From an optimization exercise on the open Yosys and OpenROAD flow, aimed at small area and a short achievable clock period; shortcuts taken in it are not production practice. Where RTL was checked, it was by simulation tests only, not by an equivalence proof against the original. Power figures rest on the tool's default switching activity, not on a simulated workload.

## Microprocessor
module Microprocessor(
    input clk,
    input reset,                  
    input interrupt,
    input [7:0] data_in,          
    output [7:0] data_out,        
    output [7:0] pm_addr,         
    input [23:0] pm_data,         
    output dm_en,                 
    output dm_we,                 
    output [7:0] dm_addr,         
    output [7:0] dm_wdata,        
    input [7:0] dm_rdata          
    );
reg  [23:0] ins_prv;         
reg  [7:0]  pc_q;            
reg         rst_q;           
reg  [7:0]  ret_q;           
reg         int_q;           
reg         stall_q;         
reg         jt2, jt4;        
reg         ld1;             
reg  [4:0]  op_dec;
reg  [4:0]  RW_dec;
reg  [7:0]  imm;             
reg  [7:0]  AR, BR;          
reg  [4:0]  RW_ex, RW_dm;
reg  [7:0]  ans_ex, ex_out, ans_wb;
reg  [7:0]  dout_q, dm_data_q;
reg  [1:0]  flag_q;          
reg         mem_rw_ex, mem_en_ex, msel_ex, msel_dm;
reg  [7:0]  rf [0:31];
wire [23:0] ins_raw = stall_q ? ins_prv : pm_data;
wire [23:0] ins = reset ? ins_raw : 24'd0;
wire [4:0]  op = ins[23:19];
wire is_cj  = op[4] & op[3] & op[2];
wire is_jmp = (op == 5'b11000);
wire is_ret = (op == 5'b10000);
wire is_ld  = (op == 5'b10100);
wire is_hlt = (op == 5'b10001);
wire stall;
wire mask = is_jmp | is_cj | ld1;
wire [7:0] ret_addr;
wire [31:0] sel_a, sel_b;
wire [7:0] rd_a, rd_b;
Read_Decode dec_a(.idx(ins_raw[13:9]), .sel(sel_a));
Read_Decode dec_b(.idx(ins_raw[8:4]), .sel(sel_b));
genvar gi, gr;
generate for (gi = 0; gi < 8; gi = gi + 1) begin : rdbit
    wire [31:0] col;
    for (gr = 0; gr < 32; gr = gr + 1) begin : row
        assign col[gr] = rf[gr][gi];
    end
    Read_Select rsa(.d(col), .sel(sel_a), .y(rd_a[gi]));
    Read_Select rsb(.d(col), .sel(sel_b), .y(rd_b[gi]));
end endgenerate
wire [7:0] ans_dm = msel_dm ? dm_rdata : ex_out;
wire [4:0] RA_n    = mask ? 5'd0 : ins[13:9];
wire [4:0] RB_n    = ins[8:4];
wire [4:0] RWex_n  = reset ? RW_dec : 5'd0;
wire [4:0] RWdm_n  = reset ? RW_ex : 5'd0;
wire [4:0] RWwb_n  = reset ? RW_dm : 5'd0;
wire       mseldm_n = reset & msel_ex;
wire       immsel_n = ~op[4] & op[3];
  ...
Size in the first run: roughly 1700 cells after synthesis, about 77 I/O pins, ~20000 sq um of cells after synthesis.
==> module Flag_Unit, before the edit <==
module Flag_Unit(
    input  [7:0] rdata,
    input  [7:0] A_e, B_e,
    input        a_rd, b_rd,
    input  [7:0] data_in,
    input        sub, f_add, f_in, f_ls, f_rs, f_rsa,
    input  [3:0] lut,
    output       zero, cout
    );
wire [7:0] a = a_rd ? rdata : A_e;
wire [7:0] b = b_rd ? rdata : B_e;
wire [7:0] am1 = {a[6:0], 1'b0};
wire [7:0] bm1 = {b[6:0], 1'b0};
wire [7:0] t;
genvar i;
generate for (i = 0; i < 8; i = i + 1) begin : zb
    Zero_Term zt(.a(a[i]), .b(b[i]), .am1(am1[i]), .bm1(bm1[i]), .first(i == 0),
                 .din(data_in[i]), .sub(sub), .f_add(f_add), .lut(lut), .f_in(f_in), .t(t[i]));
end endgenerate
wire zsh;
Shift_Zero sz(.a(a), .b(b), .f_rsa(f_rsa), .f_ls(f_ls), .zero(zsh));
assign zero = (f_ls | f_rs) ? zsh : ~|t;
Carry_Out co(.a(a), .b(b), .sub(sub), .cout(cout));
endmodule
==> module Zero_Term, before the edit <==
module Zero_Term(
    input a, b, am1, bm1, first, din,
    input sub, f_add, f_in,
    input [3:0] lut,
    output t
    );
wire bx = b ^ sub;
wire k = first ? sub : (am1 | (bm1 ^ sub));
assign t = (f_add & (a ^ bx ^ k)) | lut[{a, b}] | (f_in & din);
endmodule
==> module Shift_Zero, before the edit <==
module Shift_Zero(
    input  [7:0] a, b,
    input        f_rsa, f_ls,
    output       zero
    );
wire big = |b[7:3];
wire [7:0] lo, hi;    
genvar i;
generate for (i = 0; i < 8; i = i + 1) begin : pr
    assign lo[i] = |a[i:0];
    assign hi[i] = |a[7:i];
end endgenerate
wire [7:0] lo_r = {lo[0], lo[1], lo[2], lo[3], lo[4], lo[5], lo[6], lo[7]};
wire any_ls = lo_r[b[2:0]];    
wire any_rs = hi[b[2:0]];      
assign zero = f_ls ? (big | ~any_ls) : (~(f_rsa & a[7]) & (big | ~any_rs));
endmodule
clock: 12.5 ns
lec_check: 0
cap_margin: 20
core_margin: 2
core_utilization: 70
setup_slack_margin: 5.0
slew_margin: 20
synth_hierarchical: 1
run.sh (not shown) runs the stock make flow with config.mk's settings and CLKGATE_MAP_FILE= SYNTH_SCRIPT=/design/flow/synth_recipe.tcl, a recipe that flattens the netlist after the stock synthesis.
==> next run, changes <==
--- a/flow/design.v
+++ b/flow/design.v
@@ -221,50 +221,29 @@
     input  [3:0] lut,
     output       zero, cout
     );
 wire [7:0] a = a_rd ? rdata : A_e;
 wire [7:0] b = b_rd ? rdata : B_e;
-wire [7:0] am1 = {a[6:0], 1'b0};
-wire [7:0] bm1 = {b[6:0], 1'b0};
-wire [7:0] t;
+wire [7:0] bx = b ^ {8{sub}};
+wire [7:0] kin = {a[6:0] | bx[6:0], sub};
+wire [7:0] zt  = a ^ bx ^ kin;
+wire [2:0] s = b[2:0];
+wire nb = ~|b[7:3];
+wire [7:0] ls_keep, rs_keep, lu;    
 genvar i;
-generate for (i = 0; i < 8; i = i + 1) begin : zb
-    Zero_Term zt(.a(a[i]), .b(b[i]), .am1(am1[i]), .bm1(bm1[i]), .first(i == 0),
-                 .din(data_in[i]), .sub(sub), .f_add(f_add), .lut(lut), .f_in(f_in), .t(t[i]));
+generate for (i = 0; i < 8; i = i + 1) begin : sh
+    assign ls_keep[i] = nb & (s <= 7 - i);
+    assign rs_keep[i] = (nb & (s <= i)) | ((i == 7) ? f_rsa : 1'b0);
+    assign lu[i] = lut[{a[i], b[i]}];
 end endgenerate
-wire zsh;
-Shift_Zero sz(.a(a), .b(b), .f_rsa(f_rsa), .f_ls(f_ls), .zero(zsh));
-assign zero = (f_ls | f_rs) ? zsh : ~|t;
+wire [7:0] t = ({8{f_add}} & zt) | lu |
+               ({8{f_in}}  & data_in) |
+               ({8{f_ls}}  & a & ls_keep) |
+               ({8{f_rs}}  & a & rs_keep);
+assign zero = ~|t;
 Carry_Out co(.a(a), .b(b), .sub(sub), .cout(cout));
 endmodule
-module Zero_Term(
-    input a, b, am1, bm1, first, din,
-    input sub, f_add, f_in,
-    input [3:0] lut,
-    output t
-    );
-wire bx = b ^ sub;
-wire k = first ? sub : (am1 | (bm1 ^ sub));
-assign t = (f_add & (a ^ bx ^ k)) | lut[{a, b}] | (f_in & din);
-endmodule
-module Shift_Zero(
-    input  [7:0] a, b,
-    input        f_rsa, f_ls,
-    output       zero
-    );
-wire big = |b[7:3];
-wire [7:0] lo, hi;    
-genvar i;
-generate for (i = 0; i < 8; i = i + 1) begin : pr
-    assign lo[i] = |a[i:0];
-    assign hi[i] = |a[7:i];
-end endgenerate
-wire [7:0] lo_r = {lo[0], lo[1], lo[2], lo[3], lo[4], lo[5], lo[6], lo[7]};
-wire any_ls = lo_r[b[2:0]];    
-wire any_rs = hi[b[2:0]];      
-assign zero = f_ls ? (big | ~any_ls) : (~(f_rsa & a[7]) & (big | ~any_rs));
-endmodule
 module Carry_Out(
     input  [7:0] a, b,
     input        sub,
     output       cout
     );
The changed run went through all stages and came out clean.
Cell count is about the same.
Global-route usage increases by 0.74 points.
Area after synthesis increases slightly.
Sequential power stays flat.
Clock-buffer cell count decreases by 6.
Routed wire length increases by a few percent.
Only the layout flow was run in the first run of this note; the RTL was not checked for function there.

==> re-timing with driven ports <==
No port has a modelled driver above. Below, the same layouts with a new extraction and two added sets of constraints. Step 1 (the two cells are an assumption about what drives the block):
set clk [get_ports {clk}]
set_driving_cell -lib_cell sky130_fd_sc_hd__clkbuf_16 $clk
set_driving_cell -lib_cell sky130_fd_sc_hd__buf_2 [delete_from_list [all_inputs] $clk]
Step 2 moves the port delays by t, midway between the first and last clock arrival at a register: inputs arrive t later, outputs are due t later. That takes back most of the time a late clock gives input paths. a / b / c = ideal ports / drivers / drivers and shift; a / b = the first two.
| run | shift t [ns] | slack for setup (ns) | worst data-port slew with drivers (ns) | pins driven straight from the clock port |
|---|---|---|---|---|
| the first run | 0.589 | 4.354 / 4.309 / 4.309 | 0.08 | 1 |
| the second run | 0.602 | 4.879 / 4.839 / 4.839 | 0.06 | 1 |
After both steps setup and hold are still met in every run listed. The setup slack of the first run, which loses most, moves by -0.045 ns with the drivers and by -0.045 ns with both steps.
